Background: an optimization exercise with open tools, aiming at small area. Do not read the settings as production practice.
Only simulation tests tie the RTL to the original design; equivalence was not proved.
No activity file was given, so power comes from the tool's default toggle rates.

**design/flow/flow/run.sh**
```bash
#!/bin/bash
set -euo pipefail
export BUFFER_PORTS_ARGS="-buffer_cell sky130_fd_sc_hd__buf_1"
export CTS_ARGS="-sink_clustering_enable -repair_clock_nets -dont_use_dummy_load -buf_list sky130_fd_sc_hd__clkbuf_8"
bash standard.sh > standard.log 2>&1
```
**design/flow/standard.sh**
```bash
#!/bin/bash
# synth_recipe.tcl (not shown) runs the flow's synth.tcl, then flattens the netlist and writes it again
# the make line also repeats each setting of config.mk as NAME=value (left out here)
make -C /OpenROAD-flow-scripts/flow DESIGN_CONFIG=/design/flow/config.mk WORK_HOME=/design/flow/orfs CLKGATE_MAP_FILE= SYNTH_SCRIPT=/design/flow/synth_recipe.tcl "${@:-finish}"
```
**design/flow/config.mk**
```make
export PLATFORM = sky130hd
export DESIGN_NAME = DSP
export DESIGN_NICKNAME = DSP
export VERILOG_FILES = /design/flow/design.v
export SDC_FILE = /design/flow/constraint.sdc
export NUM_CORES = 4
export LEC_CHECK = 0
export ABC_AREA = 1
export CAP_MARGIN = 20
export CORE_MARGIN = 2
export CORE_UTILIZATION = 40
export GPL_TIMING_DRIVEN = 0
export PLACE_DENSITY = 0.6
export SLEW_MARGIN = 20
export SYNTH_HIERARCHICAL = 1
export SYNTH_MINIMUM_KEEP_SIZE = 0
```
**design/flow/constraint.sdc**
```tcl
create_clock -name core_clock -period 7.0 [get_ports {clk}]
set_input_delay 1.4000 -clock core_clock [delete_from_list [all_inputs] [get_ports {clk}]]
set_output_delay 1.4000 -clock core_clock [all_outputs]
set_load 0.01 [all_outputs]
```
**design/flow/design.v**
```verilog
module DSP(A, B, C, D, clk, rst_n, P);
input  [17:0] A, B, D;
input  [47:0] C;
input clk, rst_n;
output reg [47:0] P;
reg [18:0] Sr, S1, S2;
reg [17:0] A0, A1;
reg [2:0] v;
reg [47:0] Q;
  wire [18:0] Ssum = {u53, u52, u51, u50, u49, u48, u47, u46, u45, s19, s17, s15, s13, s11, s9, s7, s5, s3, s1};
always @(posedge clk) begin
  Sr <= Ssum;
  S1 <= Sr;
  S2 <= S1;
  A0 <= A;
  A1 <= A0;
end
always @(posedge clk or negedge rst_n)
  if (!rst_n) v <= 3'b000;
  else        v <= {v[1:0], 1'b1};
wire [17:0] Am = A1 & {18{v[2]}};
  wire [18:0] pp0 = S2 & {19{Am[0]}};
  wire [18:0] pp1 = S2 & {19{Am[1]}};
  wire [18:0] pp2 = S2 & {19{Am[2]}};
  wire [18:0] pp3 = S2 & {19{Am[3]}};
  wire [18:0] pp4 = S2 & {19{Am[4]}};
  wire [18:0] pp5 = S2 & {19{Am[5]}};
  wire [18:0] pp6 = S2 & {19{Am[6]}};
  wire [18:0] pp7 = S2 & {19{Am[7]}};
  wire [18:0] pp8 = S2 & {19{Am[8]}};
  wire [18:0] pp9 = S2 & {19{Am[9]}};
  wire [18:0] pp10 = S2 & {19{Am[10]}};
  wire [18:0] pp11 = S2 & {19{Am[11]}};
  wire [18:0] pp12 = S2 & {19{Am[12]}};
  wire [18:0] pp13 = S2 & {19{Am[13]}};
  wire [18:0] pp14 = S2 & {19{Am[14]}};
  wire [18:0] pp15 = S2 & {19{Am[15]}};
  wire [18:0] pp16 = S2 & {19{Am[16]}};
  wire [18:0] pp17 = S2 & {19{Am[17]}};
  wire s1, c2;
  ha u_s1 (B[0], D[0], s1, c2);
  wire s3, c4;
  fa u_s3 (B[1], D[1], c2, s3, c4);
  wire s5, c6;
  fa u_s5 (B[2], D[2], c4, s5, c6);
  wire s7, c8;
  fa u_s7 (B[3], D[3], c6, s7, c8);
  wire s9, c10;
  fa u_s9 (B[4], D[4], c8, s9, c10);
  wire s11, c12;
  fa u_s11 (B[5], D[5], c10, s11, c12);
  wire s13, c14;
  fa u_s13 (B[6], D[6], c12, s13, c14);
  wire s15, c16;
  fa u_s15 (B[7], D[7], c14, s15, c16);
  wire s17, c18;
  fa u_s17 (B[8], D[8], c16, s17, c18);
  wire s19, c20;
  fa u_s19 (B[9], D[9], c18, s19, c20);
  wire s21, c22;
  ha u_s21 (B[10], D[10], s21, c22);
  wire s23, c24;
  fa u_s23 (B[11], D[11], c22, s23, c24);
  wire s25, c26;
  fa u_s25 (B[12], D[12], c24, s25, c26);
  wire s27, c28;
  fa u_s27 (B[13], D[13], c26, s27, c28);
  wire s29, c30;
  fa u_s29 (B[14], D[14], c28, s29, c30);
  wire s31, c32;
  fa u_s31 (B[15], D[15], c30, s31, c32);
  wire s33, c34;
  fa u_s33 (B[16], D[16], c32, s33, c34);
  wire s35, c36;
  fa u_s35 (B[17], D[17], c34, s35, c36);
  wire t37 = s21;
  wire t38 = t37 & s23;
  wire t39 = t38 & s25;
  wire t40 = t39 & s27;
  wire t41 = t40 & s29;
  wire t42 = t41 & s31;
  wire t43 = t42 & s33;
  wire t44 = t43 & s35;
  wire u45 = s21 ^ (c20 & 1'b1);
  wire u46 = s23 ^ (c20 & t37);
  wire u47 = s25 ^ (c20 & t38);
  wire u48 = s27 ^ (c20 & t39);
  wire u49 = s29 ^ (c20 & t40);
  wire u50 = s31 ^ (c20 & t41);
  wire u51 = s33 ^ (c20 & t42);
  wire u52 = s35 ^ (c20 & t43);
  wire u53 = c36 | (c20 & t44);
  wire s54, c55;
  ha u_s54 (pp0[12], pp10[2], s54, c55);
  wire s56, c57;
  fa u_s56 (pp0[13], pp10[3], pp11[2], s56, c57);
  wire s58, c59;
  ha u_s58 (pp12[1], pp13[0], s58, c59);
  wire s60, c61;
  fa u_s60 (pp0[14], pp10[4], pp11[3], s60, c61);
  wire s62, c63;
  fa u_s62 (pp12[2], pp13[1], pp14[0], s62, c63);
  wire s64, c65;
  ha u_s64 (pp1[13], pp2[12], s64, c65);
  wire s66, c67;
  fa u_s66 (pp0[15], pp10[5], pp11[4], s66, c67);
  wire s68, c69;
  fa u_s68 (pp12[3], pp13[2], pp14[1], s68, c69);
  wire s70, c71;
  fa u_s70 (pp15[0], pp1[14], pp2[13], s70, c71);
  wire s72, c73;
  ha u_s72 (pp3[12], pp4[11], s72, c73);
  wire s74, c75;
  fa u_s74 (pp0[16], pp10[6], pp11[5], s74, c75);
  wire s76, c77;
  fa u_s76 (pp12[4], pp13[3], pp14[2], s76, c77);
  wire s78, c79;
  fa u_s78 (pp15[1], pp16[0], pp1[15], s78, c79);
  wire s80, c81;
  fa u_s80 (pp2[14], pp3[13], pp4[12], s80, c81);
  wire s82, c83;
  ha u_s82 (pp5[11], pp6[10], s82, c83);
  wire s84, c85;
  fa u_s84 (pp0[17], pp10[7], pp11[6], s84, c85);
  wire s86, c87;
  fa u_s86 (pp12[5], pp13[4], pp14[3], s86, c87);
  wire s88, c89;
  fa u_s88 (pp15[2], pp16[1], pp17[0], s88, c89);
  wire s90, c91;
  fa u_s90 (pp1[16], pp2[15], pp3[14], s90, c91);
  wire s92, c93;
  fa u_s92 (pp4[13], pp5[12], pp6[11], s92, c93);
  wire s94, c95;
  ha u_s94 (pp7[10], pp8[9], s94, c95);
  wire s96, c97;
  fa u_s96 (pp0[18], pp10[8], pp11[7], s96, c97);
  wire s98, c99;
  fa u_s98 (pp12[6], pp13[5], pp14[4], s98, c99);
  wire s100, c101;
  fa u_s100 (pp15[3], pp16[2], pp17[1], s100, c101);
  wire s102, c103;
  fa u_s102 (pp1[17], pp2[16], pp3[15], s102, c103);
  wire s104, c105;
  fa u_s104 (pp4[14], pp5[13], pp6[12], s104, c105);
  wire s106, c107;
  fa u_s106 (pp7[11], pp8[10], pp9[9], s106, c107);
  wire s108, c109;
  fa u_s108 (pp10[9], pp11[8], pp12[7], s108, c109);
  wire s110, c111;
  fa u_s110 (pp13[6], pp14[5], pp15[4], s110, c111);
  wire s112, c113;
  fa u_s112 (pp16[3], pp17[2], pp1[18], s112, c113);
  wire s114, c115;
  fa u_s114 (pp2[17], pp3[16], pp4[15], s114, c115);
  wire s116, c117;
  fa u_s116 (pp5[14], pp6[13], pp7[12], s116, c117);
  wire s118, c119;
  ha u_s118 (pp8[11], pp9[10], s118, c119);
  wire s120, c121;
  fa u_s120 (pp10[10], pp11[9], pp12[8], s120, c121);
  wire s122, c123;
  fa u_s122 (pp13[7], pp14[6], pp15[5], s122, c123);
  wire s124, c125;
  fa u_s124 (pp16[4], pp17[3], pp2[18], s124, c125);
  wire s126, c127;
  fa u_s126 (pp3[17], pp4[16], pp5[15], s126, c127);
  wire s128, c129;
  fa u_s128 (pp6[14], pp7[13], pp8[12], s128, c129);
  wire s130, c131;
  fa u_s130 (pp10[11], pp11[10], pp12[9], s130, c131);
  wire s132, c133;
  fa u_s132 (pp13[8], pp14[7], pp15[6], s132, c133);
  wire s134, c135;
  fa u_s134 (pp16[5], pp17[4], pp3[18], s134, c135);
  wire s136, c137;
  fa u_s136 (pp4[17], pp5[16], pp6[15], s136, c137);
  wire s138, c139;
  fa u_s138 (pp10[12], pp11[11], pp12[10], s138, c139);
  wire s140, c141;
  fa u_s140 (pp13[9], pp14[8], pp15[7], s140, c141);
  wire s142, c143;
  fa u_s142 (pp16[6], pp17[5], pp4[18], s142, c143);
  wire s144, c145;
  fa u_s144 (pp10[13], pp11[12], pp12[11], s144, c145);
  wire s146, c147;
  fa u_s146 (pp13[10], pp14[9], pp15[8], s146, c147);
  wire s148, c149;
  fa u_s148 (pp10[14], pp11[13], pp12[12], s148, c149);
  wire s150, c151;
  ha u_s150 (pp0[8], pp1[7], s150, c151);
  wire s152, c153;
  fa u_s152 (pp0[9], pp1[8], pp2[7], s152, c153);
  wire s154, c155;
  ha u_s154 (pp3[6], pp4[5], s154, c155);
  wire s156, c157;
  fa u_s156 (pp0[10], pp10[0], pp1[9], s156, c157);
  wire s158, c159;
  fa u_s158 (pp2[8], pp3[7], pp4[6], s158, c159);
  wire s160, c161;
  ha u_s160 (pp5[5], pp6[4], s160, c161);
  wire s162, c163;
  fa u_s162 (pp0[11], pp10[1], pp11[0], s162, c163);
  wire s164, c165;
  fa u_s164 (pp1[10], pp2[9], pp3[8], s164, c165);
  wire s166, c167;
  fa u_s166 (pp4[7], pp5[6], pp6[5], s166, c167);
  wire s168, c169;
  ha u_s168 (pp7[4], pp8[3], s168, c169);
  wire s170, c171;
  fa u_s170 (pp11[1], pp12[0], pp1[11], s170, c171);
  wire s172, c173;
  fa u_s172 (pp2[10], pp3[9], pp4[8], s172, c173);
  wire s174, c175;
  fa u_s174 (pp5[7], pp6[6], pp7[5], s174, c175);
  wire s176, c177;
  fa u_s176 (pp8[4], pp9[3], s54, s176, c177);
  wire s178, c179;
  fa u_s178 (pp1[12], pp2[11], pp3[10], s178, c179);
  wire s180, c181;
  fa u_s180 (pp4[9], pp5[8], pp6[7], s180, c181);
  wire s182, c183;
  fa u_s182 (pp7[6], pp8[5], pp9[4], s182, c183);
  wire s184, c185;
  fa u_s184 (c55, s58, s56, s184, c185);
  wire s186, c187;
  fa u_s186 (pp3[11], pp4[10], pp5[9], s186, c187);
  wire s188, c189;
  fa u_s188 (pp6[8], pp7[7], pp8[6], s188, c189);
  wire s190, c191;
  fa u_s190 (pp9[5], c59, s64, s190, c191);
  wire s192, c193;
  fa u_s192 (c57, s60, s62, s192, c193);
  wire s194, c195;
  fa u_s194 (pp5[10], pp6[9], pp7[8], s194, c195);
  wire s196, c197;
  fa u_s196 (pp8[7], pp9[6], c65, s196, c197);
  wire s198, c199;
  fa u_s198 (s72, c61, c63, s198, c199);
  wire s200, c201;
  fa u_s200 (s66, s68, s70, s200, c201);
  wire s202, c203;
  fa u_s202 (pp7[9], pp8[8], pp9[7], s202, c203);
  wire s204, c205;
  fa u_s204 (c73, s82, c67, s204, c205);
  wire s206, c207;
  fa u_s206 (c69, c71, s74, s206, c207);
  wire s208, c209;
  fa u_s208 (s76, s78, s80, s208, c209);
  wire s210, c211;
  fa u_s210 (pp9[8], c83, s94, s210, c211);
  wire s212, c213;
  fa u_s212 (c75, c77, c79, s212, c213);
  wire s214, c215;
  fa u_s214 (c81, s84, s86, s214, c215);
  wire s216, c217;
  fa u_s216 (s88, s90, s92, s216, c217);
  wire s218, c219;
  fa u_s218 (c95, c85, c87, s218, c219);
  wire s220, c221;
  fa u_s220 (c89, c91, c93, s220, c221);
  wire s222, c223;
  fa u_s222 (s100, s102, s104, s222, c223);
  wire s224, c225;
  fa u_s224 (s106, s96, s98, s224, c225);
  wire s226, c227;
  fa u_s226 (s118, c101, c103, s226, c227);
  wire s228, c229;
  fa u_s228 (c105, c107, c97, s228, c229);
  wire s230, c231;
  fa u_s230 (c99, s108, s110, s230, c231);
  wire s232, c233;
  fa u_s232 (s112, s114, s116, s232, c233);
  wire s234, c235;
  fa u_s234 (pp9[11], c119, c109, s234, c235);
  wire s236, c237;
  fa u_s236 (c111, c113, c115, s236, c237);
  wire s238, c239;
  fa u_s238 (c117, s120, s122, s238, c239);
  wire s240, c241;
  fa u_s240 (s124, s126, s128, s240, c241);
  wire s242, c243;
  fa u_s242 (pp7[14], pp8[13], pp9[12], s242, c243);
  wire s244, c245;
  fa u_s244 (c121, c123, c125, s244, c245);
  wire s246, c247;
  fa u_s246 (c127, c129, s130, s246, c247);
  wire s248, c249;
  fa u_s248 (s132, s134, s136, s248, c249);
  wire s250, c251;
  fa u_s250 (pp5[17], pp6[16], pp7[15], s250, c251);
  wire s252, c253;
  fa u_s252 (pp8[14], pp9[13], c131, s252, c253);
  wire s254, c255;
  fa u_s254 (c133, c135, c137, s254, c255);
  wire s256, c257;
  fa u_s256 (s138, s140, s142, s256, c257);
  wire s258, c259;
  fa u_s258 (pp16[7], pp17[6], pp5[18], s258, c259);
  wire s260, c261;
  fa u_s260 (pp6[17], pp7[16], pp8[15], s260, c261);
  wire s262, c263;
  fa u_s262 (pp9[14], c139, c141, s262, c263);
  wire s264, c265;
  fa u_s264 (c143, s144, s146, s264, c265);
  wire s266, c267;
  fa u_s266 (pp13[11], pp14[10], pp15[9], s266, c267);
  wire s268, c269;
  fa u_s268 (pp16[8], pp17[7], pp6[18], s268, c269);
  wire s270, c271;
  fa u_s270 (pp7[17], pp8[16], pp9[15], s270, c271);
  wire s272, c273;
  fa u_s272 (c145, c147, s148, s272, c273);
  wire s274, c275;
  fa u_s274 (pp10[15], pp11[14], pp12[13], s274, c275);
  wire s276, c277;
  fa u_s276 (pp13[12], pp14[11], pp15[10], s276, c277);
  wire s278, c279;
  fa u_s278 (pp16[9], pp17[8], pp7[18], s278, c279);
  wire s280, c281;
  fa u_s280 (pp8[17], pp9[16], c149, s280, c281);
  wire s282, c283;
  fa u_s282 (pp10[16], pp11[15], pp12[14], s282, c283);
  wire s284, c285;
  fa u_s284 (pp13[13], pp14[12], pp15[11], s284, c285);
  wire s286, c287;
  fa u_s286 (pp16[10], pp17[9], pp8[18], s286, c287);
  wire s288, c289;
  fa u_s288 (pp10[17], pp11[16], pp12[15], s288, c289);
  wire s290, c291;
  fa u_s290 (pp13[14], pp14[13], pp15[12], s290, c291);
  wire s292, c293;
  fa u_s292 (pp10[18], pp11[17], pp12[16], s292, c293);
  wire s294, c295;
  ha u_s294 (pp0[5], pp1[4], s294, c295);
  wire s296, c297;
  fa u_s296 (pp0[6], pp1[5], pp2[4], s296, c297);
  wire s298, c299;
  ha u_s298 (pp3[3], pp4[2], s298, c299);
  wire s300, c301;
  fa u_s300 (pp0[7], pp1[6], pp2[5], s300, c301);
  wire s302, c303;
  fa u_s302 (pp3[4], pp4[3], pp5[2], s302, c303);
  wire s304, c305;
  ha u_s304 (pp6[1], pp7[0], s304, c305);
  wire s306, c307;
  fa u_s306 (pp2[6], pp3[5], pp4[4], s306, c307);
  wire s308, c309;
  fa u_s308 (pp5[3], pp6[2], pp7[1], s308, c309);
  wire s310, c311;
  fa u_s310 (pp8[0], s150, C[8], s310, c311);
  wire s312, c313;
  fa u_s312 (pp5[4], pp6[3], pp7[2], s312, c313);
  wire s314, c315;
  fa u_s314 (pp8[1], pp9[0], c151, s314, c315);
  wire s316, c317;
  fa u_s316 (s154, s152, C[9], s316, c317);
  wire s318, c319;
  fa u_s318 (pp7[3], pp8[2], pp9[1], s318, c319);
  wire s320, c321;
  fa u_s320 (c155, s160, c153, s320, c321);
  wire s322, c323;
  fa u_s322 (s156, s158, C[10], s322, c323);
  wire s324, c325;
  fa u_s324 (pp9[2], c161, s168, s324, c325);
  wire s326, c327;
  fa u_s326 (c157, c159, s162, s326, c327);
  wire s328, c329;
  fa u_s328 (s164, s166, C[11], s328, c329);
  wire s330, c331;
  fa u_s330 (c169, c163, c165, s330, c331);
  wire s332, c333;
  fa u_s332 (c167, s170, s172, s332, c333);
  wire s334, c335;
  fa u_s334 (s174, s176, C[12], s334, c335);
  wire s336, c337;
  fa u_s336 (c171, c173, c175, s336, c337);
  wire s338, c339;
  fa u_s338 (s178, s180, s182, s338, c339);
  wire s340, c341;
  fa u_s340 (c177, s184, C[13], s340, c341);
  wire s342, c343;
  fa u_s342 (c179, c181, c183, s342, c343);
  wire s344, c345;
  fa u_s344 (s186, s188, s190, s344, c345);
  wire s346, c347;
  fa u_s346 (c185, s192, C[14], s346, c347);
  wire s348, c349;
  fa u_s348 (c187, c189, s194, s348, c349);
  wire s350, c351;
  fa u_s350 (c191, s196, c193, s350, c351);
  wire s352, c353;
  fa u_s352 (s198, s200, C[15], s352, c353);
  wire s354, c355;
  fa u_s354 (c195, s202, c197, s354, c355);
  wire s356, c357;
  fa u_s356 (c199, c201, s204, s356, c357);
  wire s358, c359;
  fa u_s358 (s206, s208, C[16], s358, c359);
  wire s360, c361;
  fa u_s360 (c203, s210, c205, s360, c361);
  wire s362, c363;
  fa u_s362 (c207, c209, s212, s362, c363);
  wire s364, c365;
  fa u_s364 (s214, s216, C[17], s364, c365);
  wire s366, c367;
  fa u_s366 (c211, c213, c215, s366, c367);
  wire s368, c369;
  fa u_s368 (c217, s218, s220, s368, c369);
  wire s370, c371;
  fa u_s370 (s222, s224, C[18], s370, c371);
  wire s372, c373;
  fa u_s372 (c219, c221, c223, s372, c373);
  wire s374, c375;
  fa u_s374 (c225, s226, s228, s374, c375);
  wire s376, c377;
  fa u_s376 (s230, s232, C[19], s376, c377);
  wire s378, c379;
  fa u_s378 (c227, c229, c231, s378, c379);
  wire s380, c381;
  fa u_s380 (c233, s234, s236, s380, c381);
  wire s382, c383;
  fa u_s382 (s238, s240, C[20], s382, c383);
  wire s384, c385;
  fa u_s384 (s242, c235, c237, s384, c385);
  wire s386, c387;
  fa u_s386 (c239, c241, s244, s386, c387);
  wire s388, c389;
  fa u_s388 (s246, s248, C[21], s388, c389);
  wire s390, c391;
  fa u_s390 (c243, s250, c245, s390, c391);
  wire s392, c393;
  fa u_s392 (c247, c249, s252, s392, c393);
  wire s394, c395;
  fa u_s394 (s254, s256, C[22], s394, c395);
  wire s396, c397;
  fa u_s396 (c251, s258, s260, s396, c397);
  wire s398, c399;
  fa u_s398 (c253, c255, c257, s398, c399);
  wire s400, c401;
  fa u_s400 (s262, s264, C[23], s400, c401);
  wire s402, c403;
  fa u_s402 (c259, c261, s266, s402, c403);
  wire s404, c405;
  fa u_s404 (s268, s270, c263, s404, c405);
  wire s406, c407;
  fa u_s406 (c265, s272, C[24], s406, c407);
  wire s408, c409;
  fa u_s408 (c267, c269, c271, s408, c409);
  wire s410, c411;
  fa u_s410 (s274, s276, s278, s410, c411);
  wire s412, c413;
  fa u_s412 (c273, s280, C[25], s412, c413);
  wire s414, c415;
  fa u_s414 (pp9[17], c275, c277, s414, c415);
  wire s416, c417;
  fa u_s416 (c279, s282, s284, s416, c417);
  wire s418, c419;
  fa u_s418 (s286, c281, C[26], s418, c419);
  wire s420, c421;
  fa u_s420 (pp16[11], pp17[10], pp9[18], s420, c421);
  wire s422, c423;
  fa u_s422 (c283, c285, c287, s422, c423);
  wire s424, c425;
  fa u_s424 (s288, s290, C[27], s424, c425);
  wire s426, c427;
  fa u_s426 (pp13[15], pp14[14], pp15[13], s426, c427);
  wire s428, c429;
  fa u_s428 (pp16[12], pp17[11], c289, s428, c429);
  wire s430, c431;
  fa u_s430 (c291, s292, C[28], s430, c431);
  wire s432, c433;
  fa u_s432 (pp11[18], pp12[17], pp13[16], s432, c433);
  wire s434, c435;
  fa u_s434 (pp14[15], pp15[14], pp16[13], s434, c435);
  wire s436, c437;
  fa u_s436 (pp17[12], c293, C[29], s436, c437);
  wire s438, c439;
  fa u_s438 (pp12[18], pp13[17], pp14[16], s438, c439);
  wire s440, c441;
  fa u_s440 (pp15[15], pp16[14], pp17[13], s440, c441);
  wire s442, c443;
  fa u_s442 (pp13[18], pp14[17], pp15[16], s442, c443);
  wire s444, c445;
  ha u_s444 (pp0[3], pp1[2], s444, c445);
  wire s446, c447;
  fa u_s446 (pp0[4], pp1[3], pp2[2], s446, c447);
  wire s448, c449;
  ha u_s448 (pp3[1], pp4[0], s448, c449);
  wire s450, c451;
  fa u_s450 (pp2[3], pp3[2], pp4[1], s450, c451);
  wire s452, c453;
  fa u_s452 (pp5[0], s294, C[5], s452, c453);
  wire s454, c455;
  fa u_s454 (pp5[1], pp6[0], c295, s454, c455);
  wire s456, c457;
  fa u_s456 (s298, s296, C[6], s456, c457);
  wire s458, c459;
  fa u_s458 (c299, s304, c297, s458, c459);
  wire s460, c461;
  fa u_s460 (s300, s302, C[7], s460, c461);
  wire s462, c463;
  fa u_s462 (c305, c301, c303, s462, c463);
  wire s464, c465;
  fa u_s464 (s306, s308, s310, s464, c465);
  wire s466, c467;
  fa u_s466 (c307, c309, s312, s466, c467);
  wire s468, c469;
  fa u_s468 (s314, c311, s316, s468, c469);
  wire s470, c471;
  fa u_s470 (c313, s318, c315, s470, c471);
  wire s472, c473;
  fa u_s472 (s320, c317, s322, s472, c473);
  wire s474, c475;
  fa u_s474 (c319, s324, c321, s474, c475);
  wire s476, c477;
  fa u_s476 (s326, c323, s328, s476, c477);
  wire s478, c479;
  fa u_s478 (c325, c327, s330, s478, c479);
  wire s480, c481;
  fa u_s480 (s332, c329, s334, s480, c481);
  wire s482, c483;
  fa u_s482 (c331, c333, s336, s482, c483);
  wire s484, c485;
  fa u_s484 (s338, c335, s340, s484, c485);
  wire s486, c487;
  fa u_s486 (c337, c339, s342, s486, c487);
  wire s488, c489;
  fa u_s488 (s344, c341, s346, s488, c489);
  wire s490, c491;
  fa u_s490 (c343, s348, c345, s490, c491);
  wire s492, c493;
  fa u_s492 (s350, c347, s352, s492, c493);
  wire s494, c495;
  fa u_s494 (c349, s354, c351, s494, c495);
  wire s496, c497;
  fa u_s496 (s356, c353, s358, s496, c497);
  wire s498, c499;
  fa u_s498 (c355, c357, s360, s498, c499);
  wire s500, c501;
  fa u_s500 (s362, c359, s364, s500, c501);
  wire s502, c503;
  fa u_s502 (c361, c363, s366, s502, c503);
  wire s504, c505;
  fa u_s504 (s368, c365, s370, s504, c505);
  wire s506, c507;
  fa u_s506 (c367, c369, s372, s506, c507);
  wire s508, c509;
  fa u_s508 (s374, c371, s376, s508, c509);
  wire s510, c511;
  fa u_s510 (c373, c375, s378, s510, c511);
  wire s512, c513;
  fa u_s512 (s380, c377, s382, s512, c513);
  wire s514, c515;
  fa u_s514 (c379, c381, s384, s514, c515);
  wire s516, c517;
  fa u_s516 (s386, c383, s388, s516, c517);
  wire s518, c519;
  fa u_s518 (c385, c387, s390, s518, c519);
  wire s520, c521;
  fa u_s520 (s392, c389, s394, s520, c521);
  wire s522, c523;
  fa u_s522 (s396, c391, c393, s522, c523);
  wire s524, c525;
  fa u_s524 (s398, c395, s400, s524, c525);
  wire s526, c527;
  fa u_s526 (c397, s402, c399, s526, c527);
  wire s528, c529;
  fa u_s528 (s404, c401, s406, s528, c529);
  wire s530, c531;
  fa u_s530 (c403, s408, s410, s530, c531);
  wire s532, c533;
  fa u_s532 (c405, c407, s412, s532, c533);
  wire s534, c535;
  fa u_s534 (c409, c411, s414, s534, c535);
  wire s536, c537;
  fa u_s536 (s416, c413, s418, s536, c537);
  wire s538, c539;
  fa u_s538 (s420, c415, c417, s538, c539);
  wire s540, c541;
  fa u_s540 (s422, c419, s424, s540, c541);
  wire s542, c543;
  fa u_s542 (c421, s426, c423, s542, c543);
  wire s544, c545;
  fa u_s544 (s428, c425, s430, s544, c545);
  wire s546, c547;
  fa u_s546 (c427, s432, s434, s546, c547);
  wire s548, c549;
  fa u_s548 (c429, c431, s436, s548, c549);
  wire s550, c551;
  fa u_s550 (c433, c435, s438, s550, c551);
  wire s552, c553;
  fa u_s552 (s440, C[30], c437, s552, c553);
  wire s554, c555;
  fa u_s554 (pp16[15], pp17[14], c439, s554, c555);
  wire s556, c557;
  fa u_s556 (c441, s442, C[31], s556, c557);
  wire s558, c559;
  fa u_s558 (pp14[18], pp15[17], pp16[16], s558, c559);
  wire s560, c561;
  fa u_s560 (pp17[15], c443, C[32], s560, c561);
  wire s562, c563;
  fa u_s562 (pp15[18], pp16[17], pp17[16], s562, c563);
  wire s564, c565;
  ha u_s564 (pp0[2], pp1[1], s564, c565);
  wire s566, c567;
  fa u_s566 (pp2[1], pp3[0], s444, s566, c567);
  wire s568, c569;
  fa u_s568 (c445, s448, s446, s568, c569);
  wire s570, c571;
  fa u_s570 (c449, c447, s450, s570, c571);
  wire s572, c573;
  fa u_s572 (c451, s454, c453, s572, c573);
  wire s574, c575;
  fa u_s574 (c455, s458, c457, s574, c575);
  wire s576, c577;
  fa u_s576 (c459, s462, c461, s576, c577);
  wire s578, c579;
  fa u_s578 (c463, s466, c465, s578, c579);
  wire s580, c581;
  fa u_s580 (c467, s470, c469, s580, c581);
  wire s582, c583;
  fa u_s582 (c471, s474, c473, s582, c583);
  wire s584, c585;
  fa u_s584 (c475, s478, c477, s584, c585);
  wire s586, c587;
  fa u_s586 (c479, s482, c481, s586, c587);
  wire s588, c589;
  fa u_s588 (c483, s486, c485, s588, c589);
  wire s590, c591;
  fa u_s590 (c487, s490, c489, s590, c591);
  wire s592, c593;
  fa u_s592 (c491, s494, c493, s592, c593);
  wire s594, c595;
  fa u_s594 (c495, s498, c497, s594, c595);
  wire s596, c597;
  fa u_s596 (c499, s502, c501, s596, c597);
  wire s598, c599;
  fa u_s598 (c503, s506, c505, s598, c599);
  wire s600, c601;
  fa u_s600 (c507, s510, c509, s600, c601);
  wire s602, c603;
  fa u_s602 (s514, c511, c513, s602, c603);
  wire s604, c605;
  fa u_s604 (c515, s518, c517, s604, c605);
  wire s606, c607;
  fa u_s606 (c519, s522, c521, s606, c607);
  wire s608, c609;
  fa u_s608 (c523, s526, c525, s608, c609);
  wire s610, c611;
  fa u_s610 (s530, c527, c529, s610, c611);
  wire s612, c613;
  fa u_s612 (c531, s534, c533, s612, c613);
  wire s614, c615;
  fa u_s614 (c535, s538, c537, s614, c615);
  wire s616, c617;
  fa u_s616 (c539, s542, c541, s616, c617);
  wire s618, c619;
  fa u_s618 (s546, c543, c545, s618, c619);
  wire s620, c621;
  fa u_s620 (c547, s550, s552, s620, c621);
  wire s622, c623;
  fa u_s622 (c551, s554, s556, s622, c623);
  wire s624, c625;
  fa u_s624 (s558, c555, c557, s624, c625);
  wire s626, c627;
  fa u_s626 (c559, s562, C[33], s626, c627);
  wire s628, c629;
  fa u_s628 (pp16[18], pp17[17], c563, s628, c629);
  wire s630, c631;
  ha u_s630 (pp0[1], pp1[0], s630, c631);
  wire s632, c633;
  fa u_s632 (pp2[0], s564, C[2], s632, c633);
  wire s634, c635;
  fa u_s634 (c565, s566, C[3], s634, c635);
  wire s636, c637;
  fa u_s636 (c567, s568, C[4], s636, c637);
  wire s638, c639;
  fa u_s638 (c569, s570, s452, s638, c639);
  wire s640, c641;
  fa u_s640 (c571, s456, s572, s640, c641);
  wire s642, c643;
  fa u_s642 (s460, c573, s574, s642, c643);
  wire s644, c645;
  fa u_s644 (c575, s576, s464, s644, c645);
  wire s646, c647;
  fa u_s646 (c577, s468, s578, s646, c647);
  wire s648, c649;
  fa u_s648 (s472, c579, s580, s648, c649);
  wire s650, c651;
  fa u_s650 (s476, c581, s582, s650, c651);
  wire s652, c653;
  fa u_s652 (s480, c583, s584, s652, c653);
  wire s654, c655;
  fa u_s654 (s484, c585, s586, s654, c655);
  wire s656, c657;
  fa u_s656 (s488, c587, s588, s656, c657);
  wire s658, c659;
  fa u_s658 (s492, c589, s590, s658, c659);
  wire s660, c661;
  fa u_s660 (s496, c591, s592, s660, c661);
  wire s662, c663;
  fa u_s662 (s500, c593, s594, s662, c663);
  wire s664, c665;
  fa u_s664 (s504, c595, s596, s664, c665);
  wire s666, c667;
  fa u_s666 (s508, c597, s598, s666, c667);
  wire s668, c669;
  fa u_s668 (s512, c599, s600, s668, c669);
  wire s670, c671;
  fa u_s670 (s516, c601, s602, s670, c671);
  wire s672, c673;
  fa u_s672 (s520, c603, s604, s672, c673);
  wire s674, c675;
  fa u_s674 (s524, c605, s606, s674, c675);
  wire s676, c677;
  fa u_s676 (s528, c607, s608, s676, c677);
  wire s678, c679;
  fa u_s678 (s532, c609, s610, s678, c679);
  wire s680, c681;
  fa u_s680 (s536, c611, s612, s680, c681);
  wire s682, c683;
  fa u_s682 (s540, c613, s614, s682, c683);
  wire s684, c685;
  fa u_s684 (s544, c615, s616, s684, c685);
  wire s686, c687;
  fa u_s686 (s548, c617, s618, s686, c687);
  wire s688, c689;
  fa u_s688 (c549, c619, s620, s688, c689);
  wire s690, c691;
  fa u_s690 (c553, s622, c621, s690, c691);
  wire s692, c693;
  fa u_s692 (s560, s624, c623, s692, c693);
  wire s694, c695;
  fa u_s694 (c561, s626, c625, s694, c695);
  wire s696, c697;
  fa u_s696 (s628, C[34], c627, s696, c697);
  wire s698, c699;
  fa u_s698 (pp17[18], c629, C[35], s698, c699);
  wire s700, c701;
  ha u_s700 (pp0[0], C[0], s700, c701);
  wire s702, c703;
  fa u_s702 (s630, C[1], c701, s702, c703);
  wire s704, c705;
  fa u_s704 (c631, s632, c703, s704, c705);
  wire s706, c707;
  fa u_s706 (c633, s634, c705, s706, c707);
  wire s708, c709;
  fa u_s708 (c635, s636, c707, s708, c709);
  wire s710, c711;
  fa u_s710 (c637, s638, c709, s710, c711);
  wire s712, c713;
  fa u_s712 (c639, s640, c711, s712, c713);
  wire s714, c715;
  fa u_s714 (c641, s642, c713, s714, c715);
  wire s716, c717;
  ha u_s716 (c643, s644, s716, c717);
  wire s718, c719;
  ha u_s718 (c645, s646, s718, c719);
  wire s720, c721;
  ha u_s720 (c647, s648, s720, c721);
  wire s722, c723;
  ha u_s722 (c649, s650, s722, c723);
  wire s724, c725;
  ha u_s724 (c651, s652, s724, c725);
  wire s726, c727;
  ha u_s726 (c653, s654, s726, c727);
  wire s728, c729;
  ha u_s728 (c655, s656, s728, c729);
  wire s730, c731;
  ha u_s730 (c657, s658, s730, c731);
  wire s732, c733;
  ha u_s732 (c659, s660, s732, c733);
  wire s734, c735;
  ha u_s734 (c661, s662, s734, c735);
  wire s736, c737;
  ha u_s736 (c663, s664, s736, c737);
  wire s738, c739;
  ha u_s738 (c665, s666, s738, c739);
  wire s740, c741;
  ha u_s740 (c667, s668, s740, c741);
  wire s742, c743;
  ha u_s742 (c669, s670, s742, c743);
  wire s744, c745;
  ha u_s744 (c671, s672, s744, c745);
  wire s746, c747;
  ha u_s746 (c673, s674, s746, c747);
  wire s748, c749;
  ha u_s748 (c675, s676, s748, c749);
  wire s750, c751;
  ha u_s750 (c677, s678, s750, c751);
  wire s752, c753;
  ha u_s752 (c679, s680, s752, c753);
  wire s754, c755;
  ha u_s754 (c681, s682, s754, c755);
  wire s756, c757;
  ha u_s756 (c683, s684, s756, c757);
  wire s758, c759;
  ha u_s758 (c685, s686, s758, c759);
  wire s760, c761;
  ha u_s760 (c687, s688, s760, c761);
  wire s762, c763;
  ha u_s762 (c689, s690, s762, c763);
  wire s764, c765;
  ha u_s764 (s692, c691, s764, c765);
  wire s766, c767;
  ha u_s766 (c693, s694, s766, c767);
  wire s768, c769;
  ha u_s768 (s696, c695, s768, c769);
  wire s770, c771;
  ha u_s770 (s698, c697, s770, c771);
  wire s772, c773;
  ha u_s772 (C[36], c699, s772, c773);
  wire g774 = c717 | (s716 & c715);
  wire g775 = c719 | (s718 & g774);
  wire p776 = s718 & s716;
  wire g777 = c723 | (s722 & c721);
  wire p778 = s722 & s720;
  wire g779 = c727 | (s726 & c725);
  wire p780 = s726 & s724;
  wire g781 = c731 | (s730 & c729);
  wire p782 = s730 & s728;
  wire g783 = c735 | (s734 & c733);
  wire p784 = s734 & s732;
  wire g785 = c739 | (s738 & c737);
  wire p786 = s738 & s736;
  wire g787 = c743 | (s742 & c741);
  wire p788 = s742 & s740;
  wire g789 = c747 | (s746 & c745);
  wire p790 = s746 & s744;
  wire g791 = c751 | (s750 & c749);
  wire p792 = s750 & s748;
  wire g793 = c755 | (s754 & c753);
  wire p794 = s754 & s752;
  wire g795 = c759 | (s758 & c757);
  wire p796 = s758 & s756;
  wire g797 = c763 | (s762 & c761);
  wire p798 = s762 & s760;
  wire g799 = c767 | (s766 & c765);
  wire p800 = s766 & s764;
  wire g801 = c771 | (s770 & c769);
  wire p802 = s770 & s768;
  wire g803 = g777 | (p778 & g775);
  wire p804 = p778 & p776;
  wire g805 = g781 | (p782 & g779);
  wire p806 = p782 & p780;
  wire g807 = g785 | (p786 & g783);
  wire p808 = p786 & p784;
  wire g809 = g789 | (p790 & g787);
  wire p810 = p790 & p788;
  wire g811 = g793 | (p794 & g791);
  wire p812 = p794 & p792;
  wire g813 = g797 | (p798 & g795);
  wire p814 = p798 & p796;
  wire g815 = g801 | (p802 & g799);
  wire p816 = p802 & p800;
  wire g817 = g805 | (p806 & g803);
  wire p818 = p806 & p804;
  wire g819 = g809 | (p810 & g807);
  wire p820 = p810 & p808;
  wire g821 = g813 | (p814 & g811);
  wire p822 = p814 & p812;
  wire g823 = g819 | (p820 & g817);
  wire p824 = p820 & p818;
  wire g825 = g821 | (p822 & g823);
  wire p826 = p822 & p824;
  wire g827 = g807 | (p808 & g817);
  wire p828 = p808 & p818;
  wire g829 = g811 | (p812 & g823);
  wire p830 = p812 & p824;
  wire g831 = g815 | (p816 & g825);
  wire p832 = p816 & p826;
  wire g833 = g779 | (p780 & g803);
  wire p834 = p780 & p804;
  wire g835 = g783 | (p784 & g817);
  wire p836 = p784 & p818;
  wire g837 = g787 | (p788 & g827);
  wire p838 = p788 & p828;
  wire g839 = g791 | (p792 & g823);
  wire p840 = p792 & p824;
  wire g841 = g795 | (p796 & g829);
  wire p842 = p796 & p830;
  wire g843 = g799 | (p800 & g825);
  wire p844 = p800 & p826;
  wire g845 = c721 | (s720 & g775);
  wire p846 = s720 & p776;
  wire g847 = c725 | (s724 & g803);
  wire p848 = s724 & p804;
  wire g849 = c729 | (s728 & g833);
  wire p850 = s728 & p834;
  wire g851 = c733 | (s732 & g817);
  wire p852 = s732 & p818;
  wire g853 = c737 | (s736 & g835);
  wire p854 = s736 & p836;
  wire g855 = c741 | (s740 & g827);
  wire p856 = s740 & p828;
  wire g857 = c745 | (s744 & g837);
  wire p858 = s744 & p838;
  wire g859 = c749 | (s748 & g823);
  wire p860 = s748 & p824;
  wire g861 = c753 | (s752 & g839);
  wire p862 = s752 & p840;
  wire g863 = c757 | (s756 & g829);
  wire p864 = s756 & p830;
  wire g865 = c761 | (s760 & g841);
  wire p866 = s760 & p842;
  wire g867 = c765 | (s764 & g825);
  wire p868 = s764 & p826;
  wire g869 = c769 | (s768 & g843);
  wire p870 = s768 & p844;
  wire g871 = c773 | (s772 & g831);
  wire p872 = s772 & p832;
  wire r873 = s716 ^ c715;
  wire r874 = s718 ^ g774;
  wire r875 = s720 ^ g775;
  wire r876 = s722 ^ g845;
  wire r877 = s724 ^ g803;
  wire r878 = s726 ^ g847;
  wire r879 = s728 ^ g833;
  wire r880 = s730 ^ g849;
  wire r881 = s732 ^ g817;
  wire r882 = s734 ^ g851;
  wire r883 = s736 ^ g835;
  wire r884 = s738 ^ g853;
  wire r885 = s740 ^ g827;
  wire r886 = s742 ^ g855;
  wire r887 = s744 ^ g837;
  wire r888 = s746 ^ g857;
  wire r889 = s748 ^ g823;
  wire r890 = s750 ^ g859;
  wire r891 = s752 ^ g839;
  wire r892 = s754 ^ g861;
  wire r893 = s756 ^ g829;
  wire r894 = s758 ^ g863;
  wire r895 = s760 ^ g841;
  wire r896 = s762 ^ g865;
  wire r897 = s764 ^ g825;
  wire r898 = s766 ^ g867;
  wire r899 = s768 ^ g843;
  wire r900 = s770 ^ g869;
  wire r901 = s772 ^ g831;
  wire i902 = ~C[37];
  wire s903, c904;
  ha u_s903 (C[38], C[37], s903, c904);
  wire s905, c906;
  ha u_s905 (C[39], c904, s905, c906);
  wire s907, c908;
  ha u_s907 (C[40], c906, s907, c908);
  wire s909, c910;
  ha u_s909 (C[41], c908, s909, c910);
  wire s911, c912;
  ha u_s911 (C[42], c910, s911, c912);
  wire s913, c914;
  ha u_s913 (C[43], c912, s913, c914);
  wire s915, c916;
  ha u_s915 (C[44], c914, s915, c916);
  wire s917, c918;
  ha u_s917 (C[45], c916, s917, c918);
  wire s919, c920;
  ha u_s919 (C[46], c918, s919, c920);
  wire s921, c922;
  ha u_s921 (C[47], c920, s921, c922);
  wire r923 = g871 ? i902 : C[37];
  wire r924 = g871 ? s903 : C[38];
  wire r925 = g871 ? s905 : C[39];
  wire r926 = g871 ? s907 : C[40];
  wire r927 = g871 ? s909 : C[41];
  wire r928 = g871 ? s911 : C[42];
  wire r929 = g871 ? s913 : C[43];
  wire r930 = g871 ? s915 : C[44];
  wire r931 = g871 ? s917 : C[45];
  wire r932 = g871 ? s919 : C[46];
  wire r933 = g871 ? s921 : C[47];
  wire [47:0] SUM = {r933, r932, r931, r930, r929, r928, r927, r926, r925, r924, r923, r901, r900, r899, r898, r897, r896, r895, r894, r893, r892, r891, r890, r889, r888, r887, r886, r885, r884, r883, r882, r881, r880, r879, r878, r877, r876, r875, r874, r873, s714, s712, s710, s708, s706, s704, s702, s700};
always @(posedge clk or negedge rst_n)
  if (!rst_n) begin
    Q <= 48'd0;
    P <= 48'd0;
  end else begin
    Q <= SUM;
    P <= Q;
  end
endmodule
module fa(input a, input b, input c, output s, output co);
  assign s = a ^ b ^ c;
  assign co = (a & b) | (a & c) | (b & c);
endmodule
module ha(input a, input b, output s, output co);
  assign s = a ^ b;
  assign co = a & b;
endmodule
```
==> results of run 1 <==
[report_power, final]
part           internal, uW  total (uW)  switching, uW
clock network           215         565            350
registers              1540        1620           78.1
logic                  2400        5490           3100
[cells by family after synthesis]
family / after synthesis / synth area share (%)
other cells: 1 / 0.0261
buf+inv: 81 / 2.34
flops: 192 / 30.2
xor+xnor: 19 / 1.21
simple gates: 437 / 12.1
mux: 10 / 0.785
compound gates: 19 / 0.811
fa+ha+maj: 405 / 52.5
[modules after synthesis, one instance, submodules excluded]
module | cells inside | copies in the design | area (um^2) | flip-flops and latches
DSP | 776 | 1 | 7030 | 192
fa | 1 | 328 | 20.0 | 0
ha | 1 | 60 | 12.5 | 0
[synth_stat cells, types with 4 or more instances]
cell,count,area [um^2]
xnor2_1,13,114
nand2_2,18,113
ha_1,77,963
dfrtp_1,99,2480
buf_2,19,95.1
clkbuf_1,19,71.3
dfxtp_1,93,1860
nand2_1,42,158
xor2_1,5,43.8
clkinv_1,19,71.3
nand3_1,4,20.0
nor2_1,364,1370
fa_1,328,6570
a21oi_1,12,60.1
mux2_2,10,113
inv_1,22,82.6
[what timing repair did]
item,in CTS,in global routing
gates resized for setup,0,7
buffers inserted,0,0
setup endpoints to repair,0,10
[stage by stage]
stage | utilization [%] | power, uW | setup TNS [ns]
6_report | 44.6 | 7680 | 0
4_1_cts | 44.5 | 7840 | 0
2_1_floorplan | - | 5850 | 0
3_3_place_gp | 43.7 | 7140 | -0.832
5_1_grt | 44.6 | 8740 | 0
3_5_place_dp | 43.8 | 7210 | -1.55
[final cells by class]
type,count,area (um^2)
fill,3388,19700
clock buffer,17,234
buffer,40,184
inverter,41,154
timing repair buffer,154,628
tap,461,577
sequential,192,4340
multi-input combinational,891,9690
[state kept, by name, indices dropped and copies added (netlist names)]
register	cells
A0	18
A1	18
S1	19
Sr	19
v	3
S2	19
Q	48
P	48
[critical path, delay by kind of cell (launching register included)]
family | cells | cell delay (ns)
fa+ha+maj | 11 | 3.81
simple gates | 15 | 1.54
flops | 1 | 0.37
mux | 1 | 0.36
buf+inv | 3 | 0.48
[layer usage]
layer	vias up	track usage [%]
li1	3876	-
met1	4593	24.2
met2	361	30.8
met3	62	4.76
met4	0	6.98
met5	-	0
[final timing paths]
kind                        from  endpoint  slack, ns  cells after the start
setup / recovery            v[2]     Q[42]       0.32                     30
hold / removal             S1[4]     S2[4]       0.31                      0
setup reg to reg            v[2]     Q[42]       0.32                     30
hold reg to reg            S1[4]     S2[4]       0.31                      0
max in group asynchronous  rst_n     Q[17]       5.53                      3
min in group asynchronous  rst_n     P[38]       0.78                      1
==> results.py, run 1 <==
metrics = {
    "power": {
        "power_leakage_uw": 0.00752,
        "vdd_ir_drop_max_uv": 409,
        "pwr_density_cell_nw_per_um2": 486,
    },
    "drt": {
        "met1_length_mm": 13.3,
        "wl_per_cell_um": 18.3,
        "dr.pass1.iters": 5,
        "avgViaCountPerCell": 4.95,
        "ant_nets": 0,
        "drt_iter0_drc": 622,
        "drt_drc_violations_left": 0,
        "vias": 8892,
        "met2_length_mm": 16.0,
        "dr_wl_met3_mm": 2.39,
        "top_layer": "met4",
        "routed_wl_mm": 32.8,
    },
    "clock_tree": {
        "ctsHoldBuffers": 0,
        "clk_pin_slew_ns": 0.11,
        "numCtsBuffers": 17,
        "worstSkewPairLatency_ns": 0.50,
        "htree_levels": 4,
        "tritoncts": "done",
        "cts_buffer_depth": 2,
        "root_buffer": "clkbuf_8",
        "cts_sinks": 192,
    },
    "timing": {
        "maxSlewHeadroom_pct": 54.6,
        "period_share_pct": 95.4,
        "post-route-min-period_ns": 6.68,
        "fin_ws_ns": 0.325,
        "hold_ws_ns": 0.313,
        "hold_viol_final": 0,
        "setup_viol": 0,
        "slew_viol_final": 0,
        "skew_ns": 0.0339,
        "rsz0062_at_grt": "false",
        "max_freq_ghz": 0.150,
        "tightestPinTransition_ns": 0.681,
    },
    "synthesis": {
        "postSynthAreaPerCell_um2": 12.3,
        "syn_nets": 1673,
        "syn_inst": 1164,
        "syn-cell-area_um2": 14300,
        "async_flop_share_pct": 51.6,
        "synth_ff_type": "dfrtp_1",
        "synth-edff-count": 0,
        "seq_area_frac_synth_pct": 30.2,
        "ys_ff_latch": 192,
        "yosys_warnings": 7,
        "ys_types": 31,
    },
    "floorplan": {
        "start_util_pct": 40.4,
        "num_io_pins": 152,
        "die_height_um": 193,
        "die_x_um": 193,
        "die-area_um2": 37400,
        "rows": 69,
        "core-area_um2": 35500,
    },
    "critical_path": {
        "worstSetupPathType": "reg -> reg",
        "cpPeakStageDelay_ns": 0.50,
        "crit_top_cell": "fa_1",
        "crit_arrival_ns": 7.04,
        "critPathMaxFanout": 10,
        "cp-start-kind": "flop",
        "slowest_stage": "fa_1",
        "cp-end-kind": "flop",
        "required_ns": 7.36,
    },
    "placement": {
        "dp_slack_ns": -0.183,
        "place_area_um2": 15600,
        "place_inst": 1779,
        "dp_hpwl_mm": 25.7,
        "gp_congestion": 0.888,
        "io_buffers": 151,
    },
    "worst_hold_path": {
        "worstHoldPathType": "reg -> reg",
    },
    "global_route": {
        "grt.overflow.total": 0,
        "grt_pass1_wl_mm": 53.8,
        "grt_antenna_before_repair": 0,
        "gr-usage-all-layers_pct": 18.8,
        "grt_pass1_vias": 10000,
        "grt_max_degree": 33,
    },
    "flow_run": {
        "cap_violations": 0,
    },
    "run_status": {
        "outcome": "no timing/DRC/antenna violations",
    },
    "finish": {
        "layout_commonest_cell": "nor2_1",
        "fin_area_um2": 15800,
        "drive_gt1_share_pct": 6.37,
        "layout.cells.non_filler": 1796,
        "area_growth_pct": 10.2,
        "layout_common_cells": "364 x nor2_1, 328 x fa_1, 150 x buf_1",
        "nets": 1846,
        "insertedDiodeCount": 0,
    },
}
==> run 2: changes to the inputs <==
--- a/design/flow/config.mk
+++ b/design/flow/config.mk
@@ -7,10 +7,9 @@
 export LEC_CHECK = 0
 export ABC_AREA = 1
-export CAP_MARGIN = 20
+export CAP_MARGIN = 0
 export CORE_MARGIN = 2
 export CORE_UTILIZATION = 40
-export GPL_TIMING_DRIVEN = 0
 export PLACE_DENSITY = 0.6
-export SLEW_MARGIN = 20
+export SLEW_MARGIN = 0
 export SYNTH_HIERARCHICAL = 1
 export SYNTH_MINIMUM_KEEP_SIZE = 0
==> results.py, run 2 <==
metrics = {
    "synthesis": {
        "yosys_warnings": 7,
        "syn_inst": 1164,
        "async_flop_share_pct": 51.6,
        "synth_area_leaders": "fa_1 46%, dfrtp_1 17%, dfxtp_1 13%",
        "ys_ff_latch": 192,
        "synth-edff-count": 0,
        "seq_area_frac_synth_pct": 30.2,
        "syn_nets": 1673,
        "postSynthAreaPerCell_um2": 12.3,
        "yosys-top-cells-count": "364 x nor2_1, 328 x fa_1, 99 x dfrtp_1",
        "syn-cell-area_um2": 14300,
        "yosysMostFrequentCell": "nor2_1",
        "synth_top_area_share_pct": 45.8,
        "yosysTopAreaCell": "fa_1",
        "ys_types": 31,
        "synth_ff_type": "dfrtp_1",
    },
    "worst_hold_path": {
        "min-delay-start": "S1[12]",
        "min_to": "S2[12]",
        "hold-path-cell-count": 0,
        "worstHoldPathType": "reg -> reg",
    },
    "clock_tree": {
        "cts_resized": 0,
        "cts_buffer_depth": 2,
        "numCtsBuffers": 17,
        "root_buffer": "clkbuf_8",
        "clk_pin_slew_ns": 0.11,
        "worstSkewPairLatency_ns": 0.49,
        "htree_levels": 4,
        "post_cts_buffers": 0,
        "cts_sinks": 192,
        "tritoncts": "done",
        "ctsHoldBuffers": 0,
    },
    "floorplan": {
        "core-area_um2": 35500,
        "die_height_um": 193,
        "die-area_um2": 37400,
        "rows": 69,
        "num_io_pins": 152,
        "die_x_um": 193,
        "start_util_pct": 40.4,
    },
    "power": {
        "vdd_ir_drop_max_uv": 459,
        "pwr_density_cell_nw_per_um2": 488,
        "power_leakage_uw": 0.00757,
        "finalPower_uw": 7720,
    },
    "drt": {
        "wl_per_cell_um": 18.5,
        "ant_nets": 0,
        "vias": 8859,
        "dr.pass1.iters": 5,
        "avgViaCountPerCell": 4.94,
        "routed_wl_mm": 33.1,
        "drt_iter0_drc": 555,
        "drt_drc_violations_left": 0,
    },
    "global_route": {
        "met3_usage_pct": 4.60,
        "grt_pass1_wl_mm": 55.2,
        "grt.overflow.total": 0,
        "met2_usage_pct": 32.6,
        "grt_antenna_before_repair": 2,
        "gr-usage-all-layers_pct": 19.2,
        "met1_usage_pct": 23.5,
        "grt_pass1_vias": 10400,
        "grt_max_degree": 58,
        "grt_busiest_layer": "met2",
    },
    "critical_path": {
        "rr_endpoint": "Q[38]",
        "r2r-start": "v[2]",
        "cpPeakStageDelay_ns": 0.53,
        "critPathMaxFanout": 16,
        "required_ns": 7.35,
        "crit_arrival_ns": 6.90,
        "reg2reg_setup_slack_ns": 0.45,
        "cp-start-kind": "flop",
        "crit_top_cell": "fa_1",
        "worstSetupPathType": "reg -> reg",
        "r2r_cells": 29,
        "slowest_stage": "fa_1",
        "cp-end-kind": "flop",
    },
    "placement": {
        "dp_slack_ns": -0.0139,
        "dp_hpwl_mm": 25.8,
        "io_buffers": 151,
        "gp_congestion": 0.853,
    },
    "finish": {
        "layout_commonest_cell": "nor2_1",
        "largest_registers": "P (48), Q (48)",
        "layout_common_cells": "364 x nor2_1, 328 x fa_1, 150 x buf_1",
        "area_growth_pct": 10.4,
        "multiInputGateArea_um2": 9670,
        "drive_gt1_share_pct": 7.14,
        "regArea_um2": 4340,
        "nets": 1841,
        "fillCellCount": 3320,
    },
    "timing": {
        "hold_ws_ns": 0.301,
        "maxSlewHeadroom_pct": 49.3,
        "tightestPinTransition_ns": 0.760,
        "skew_ns": 0.0412,
        "fin_ws_ns": 0.445,
        "rsz0062_at_grt": "false",
        "post-route-min-period_ns": 6.55,
        "hold_viol_final": 0,
        "slew_viol_final": 0,
        "setup_viol": 0,
        "max_freq_ghz": 0.153,
        "period_share_pct": 93.6,
    },
    "flow_run": {
        "cap_violations": 0,
    },
    "run_status": {
        "outcome": "no timing/DRC/antenna violations",
    },
}
[run 2: cell counts after synthesis]
No cell type changed its count.
[run 2: worst max-delay path by stage]
stage                     startpoint  endpoint  slack, ns  cells after the start
after CTS                       v[2]     Q[38]       0.41                     29
after global placement          C[0]     Q[39]       0.04                     28
after floorplan                 C[0]     Q[38]       0.50                     27
final                           v[2]     Q[38]       0.45                     29
after detailed placement        C[0]     Q[40]      -0.01                     28
after global routing            v[2]     Q[38]        0.1                     29
[run 2: layer usage]
metal,share of wire (%),vias to the layer above
met5,0,-
met4,3.4,0
li1,-,3867
met1,39,4561
met2,50,363
met3,7.3,68
[run 2: where the power goes]
part	switching, uW	leakage [uW]	internal [uW]
combinational	3120	0.00551	2430
clock	338	0.000122	215
sequential	75.9	0.00194	1540
[run 2: worst max-delay path, delay by kind of cell (launching register included)]
kind / cells / cell delay, ns
adder cells (fa/ha/maj): 10 / 3.59
AND/OR/NAND/NOR: 15 / 1.63
buffers and inverters: 3 / 0.52
flip-flops: 1 / 0.37
multiplexers: 1 / 0.35
[run 2: area by class of cell]
| cell class | count | area share [%] |
|---|---|---|
| clock buffers | 17 | 1.48 |
| diodes | 2 | 0.0316 |
| repair buffers | 189 | 5.40 |
| well taps | 461 | 3.64 |
| inverters | 41 | 0.972 |
| multi-input cells | 891 | 61.1 |
| flip-flops and latches | 192 | 27.4 |
[run 2: modules after synthesis (local to each module, per instance)]
module | flip-flops and latches | cells
DSP | 192 | 776
ha | 0 | 1
fa | 0 | 1
[run 2: logic make-up after synthesis]
kind of cell    synth area share [%]
other cells                   0.0261
simple gates                    12.1
compound gates                 0.811
buf+inv                         2.34
mux                            0.785
xor+xnor                        1.21
fa+ha+maj                       52.5
flops                           30.2
[run 2: through the flow]
stage                     util [%]  area [um^2]  cells  TNS [ns]
after floorplan                  -        14300   1164         0
after global placement        44.0        15600   1774         0
after detailed placement      44.0        15600   1774    -0.110
after CTS                     44.6        15800   1791         0
after global routing          44.6        15800   1791         0
final                         44.6        15800   1793         0
==> run 3: changes to the inputs <==
--- a/design/flow/flow/run.sh
+++ b/design/flow/flow/run.sh
@@ -1,3 +1,6 @@
 #!/bin/bash
+# The standard layout (standard.sh, unchanged synthesis) with:
+#  - each port buffered by the smallest buffer cell instead of a delay cell,
+#  - clock tree built from clkbuf_8 cells, without dummy loads.
 set -euo pipefail
 export BUFFER_PORTS_ARGS="-buffer_cell sky130_fd_sc_hd__buf_1"
--- a/design/flow/config.mk
+++ b/design/flow/config.mk
@@ -7,9 +7,10 @@
 export LEC_CHECK = 0
 export ABC_AREA = 1
-export CAP_MARGIN = 0
+export CAP_MARGIN = 20
 export CORE_MARGIN = 2
 export CORE_UTILIZATION = 40
+export GPL_TIMING_DRIVEN = 0
 export PLACE_DENSITY = 0.6
-export SLEW_MARGIN = 0
+export SLEW_MARGIN = 20
 export SYNTH_HIERARCHICAL = 1
 export SYNTH_MINIMUM_KEEP_SIZE = 0
==> results.py, run 3 <==
metrics = {
    "finish": {
        "nets": 1846,
        "area_growth_pct": 10.2,
        "insertedDiodeCount": 0,
        "fillCellCount": 3388,
        "largest_registers": "P (48), Q (48)",
        "layout_commonest_cell": "nor2_1",
        "drive_gt1_share_pct": 6.37,
        "layout_common_cells": "364 x nor2_1, 328 x fa_1, 150 x buf_1",
        "fin_area_um2": 15800,
        "layout.cells.non_filler": 1796,
        "regArea_um2": 4340,
        "multiInputGateArea_um2": 9690,
        "utilization_pct": 44.6,
    },
    "synthesis": {
        "async_flop_share_pct": 51.6,
        "seq_area_frac_synth_pct": 30.2,
        "syn_nets": 1673,
        "syn_inst": 1164,
        "syn-cell-area_um2": 14300,
        "yosysTopAreaCell": "fa_1",
        "synth_top_area_share_pct": 45.8,
        "yosys-top-cells-count": "364 x nor2_1, 328 x fa_1, 99 x dfrtp_1",
        "synth_ff_type": "dfrtp_1",
        "ys_types": 31,
        "synth-edff-count": 0,
        "yosysMostFrequentCell": "nor2_1",
        "yosys_warnings": 7,
        "ys_ff_latch": 192,
        "postSynthAreaPerCell_um2": 12.3,
        "synth_area_leaders": "fa_1 46%, dfrtp_1 17%, dfxtp_1 13%",
    },
    "critical_path": {
        "critPathMaxFanout": 10,
        "cp-end-kind": "flop",
        "r2r_cells": 30,
        "crit_top_cell": "fa_1",
        "cp-start-kind": "flop",
        "slowest_stage": "fa_1",
        "reg2reg_setup_slack_ns": 0.32,
        "crit_arrival_ns": 7.04,
        "r2r-start": "v[2]",
        "cpPeakStageDelay_ns": 0.50,
        "required_ns": 7.36,
        "rr_endpoint": "Q[42]",
        "worstSetupPathType": "reg -> reg",
    },
    "worst_hold_path": {
        "min-delay-start": "S1[4]",
        "hold-path-cell-count": 0,
        "min_to": "S2[4]",
        "worstHoldPathType": "reg -> reg",
    },
    "floorplan": {
        "die_x_um": 193,
        "num_io_pins": 152,
        "rows": 69,
        "core-area_um2": 35500,
        "die_height_um": 193,
        "start_util_pct": 40.4,
        "die-area_um2": 37400,
    },
    "timing": {
        "skew_ns": 0.0339,
        "period_share_pct": 95.4,
        "post-route-min-period_ns": 6.68,
        "max_freq_ghz": 0.150,
        "tightestPinTransition_ns": 0.681,
        "hold_viol_final": 0,
        "setup_viol": 0,
        "maxSlewHeadroom_pct": 54.6,
        "slew_viol_final": 0,
        "fin_setup_tns_ns": 0,
        "rsz0062_at_grt": "false",
    },
    "clock_tree": {
        "numCtsBuffers": 17,
        "worstSkewPairLatency_ns": 0.50,
        "cts_buffer_depth": 2,
        "cts_sinks": 192,
        "tritoncts": "done",
        "htree_levels": 4,
        "root_buffer": "clkbuf_8",
        "clk_pin_slew_ns": 0.11,
        "ctsHoldBuffers": 0,
    },
    "power": {
        "power_leakage_uw": 0.00752,
        "seq_power_share_pct": 21.1,
        "pwr_density_cell_nw_per_um2": 486,
        "clkPwrFrac_pct": 7.4,
        "finalPower_uw": 7680,
        "internal_power_uw": 4150,
        "sw_frac_of_total_pct": 45.9,
        "vdd_ir_drop_max_uv": 409,
        "combinationalPowerShare_pct": 71.5,
        "p_sw_uw": 3520,
    },
    "placement": {
        "place_area_um2": 15600,
        "gp_congestion": 0.888,
        "place_inst": 1779,
        "io_buffers": 151,
        "dp_hpwl_mm": 25.7,
    },
    "global_route": {
        "grt.overflow.total": 0,
        "gr-usage-all-layers_pct": 18.8,
        "grt_pass1_wl_mm": 53.8,
        "grt_max_degree": 33,
        "grt_antenna_before_repair": 0,
        "grt_pass1_vias": 10000,
    },
    "drt": {
        "ant_nets": 0,
        "vias": 8892,
        "drt_iter0_drc": 622,
        "routed_wl_mm": 32.8,
        "dr.pass1.iters": 5,
        "avgViaCountPerCell": 4.95,
        "wl_per_cell_um": 18.3,
        "drt_drc_violations_left": 0,
    },
    "flow_run": {
        "cap_violations": 0,
    },
    "run_status": {
        "outcome": "no timing/DRC/antenna violations",
    },
}
==> run 3: cell counts after synthesis <==
Identical to the previous run, type by type.
==> run 3: cells by family after synthesis <==
group	count (synthesis)	share of synthesized area, %
flip-flops	192	30.2
AO/OA/AOI/OAI	19	0.811
AND/OR/NAND/NOR	437	12.1
multiplexers	10	0.785
XOR/XNOR	19	1.21
adder cells (fa/ha/maj)	405	52.5
other	1	0.0261
buffers and inverters	81	2.34
==> run 3: power groups by stage <==
| stage | clock, uW | sequential, uW | combinational, uW |
|---|---|---|---|
| after floorplan | 0 | 1700 | 4160 |
| after global placement | 0 | 1650 | 5490 |
| after detailed placement | 0 | 1650 | 5560 |
| after CTS | 598 | 1630 | 5610 |
| after global routing | 635 | 1660 | 6450 |
| final | 565 | 1620 | 5490 |
==> run 3: Yosys stat by module (local to each module, per instance) <==
| module | area, um^2 | flops+latches |
|---|---|---|
| fa | 20.0 | 0 |
| ha | 12.5 | 0 |
| DSP | 7030 | 192 |
==> run 3: repair_timing <==
action                                  CTS  global route
endpoints found under the setup margin    0            10
setup buffers                             0             0
gates resized for setup                   0             7
==> run 3: worst max-delay path by stage <==
stage | startpoint | to | slack [ns] | depth (start not counted)
floorplan | C[0] | Q[38] | 0.50 | 27
finish | v[2] | Q[42] | 0.32 | 30
global placement | C[0] | Q[38] | -0.10 | 28
detailed placement | C[0] | Q[42] | -0.18 | 28
global route | v[2] | Q[39] | 0.02 | 30
CTS | v[2] | Q[42] | 0.002 | 30
==> run 3: layer usage <==
layer | GRT usage (%) | vias up | part of all wire (%)
met2 | 30.8 | 361 | 49
met1 | 24.2 | 4593 | 41
met3 | 4.76 | 62 | 7.3
met5 | 0 | - | 0
li1 | - | 3876 | -
met4 | 6.98 | 0 | 3.3
==> run 3: worst max-delay path: cells and delay by family (launching register included) <==
kind | cells | cell delay [ns]
fa+ha+maj | 11 | 3.81
buf+inv | 3 | 0.48
flops | 1 | 0.37
mux | 1 | 0.36
simple gates | 15 | 1.54
==> run 3: through the flow <==
stage	worst slack (ns)	hold slack, ns
final	0.325	0.313
after global routing	0.0247	0.309
after CTS	0.00244	0.310
after detailed placement	-0.183	0.312
after global placement	-0.102	0.312
after floorplan	0.500	0.310
==> run 3: cell type report <==
type / instances / area share (%)
Timing Repair Buffer: 154 / 3.97
Tap cell: 461 / 3.65
Inverter: 41 / 0.974
Multi-Input combinational cell: 891 / 61.3
Sequential cell: 192 / 27.4
Buffer: 40 / 1.16
Clock buffer: 17 / 1.48

[separate check: timing with driven ports]
The results above use ideal ports. As a check the final layouts listed here were re-extracted and re-timed, cells and wires unchanged. Step 1 (the two cells are an assumption about what drives the block):
set clk [get_ports {clk}]
set_driving_cell -lib_cell sky130_fd_sc_hd__clkbuf_16 $clk
set_driving_cell -lib_cell sky130_fd_sc_hd__buf_2 [delete_from_list [all_inputs] $clk]
Step 2 adds t to the input delays and takes it off the output delays; t is the mean of the earliest and latest rising clock arrival at the registers after step 1. Input paths then give back, and output paths get back, about the clock's delay inside the block. a / b / c = ideal ports / drivers / drivers and shift; a / b = the first two.
run	t, ns	setup slack, ns	worst setup path at the end	latest minus earliest clock arrival (ns)	pins driven straight from the clock port
run 1	0.529	0.325 / 0.325 / -0.122	input to register	0.033 / 0.034	1
run 2	0.520	0.445 / 0.445 / 0.005	input to register	0.041 / 0.041	1
run 3	0.529	0.325 / 0.325 / -0.122	input to register	0.033 / 0.034	1
With both steps, setup timing fails in run 1 and run 3, where it was met with ideal ports.
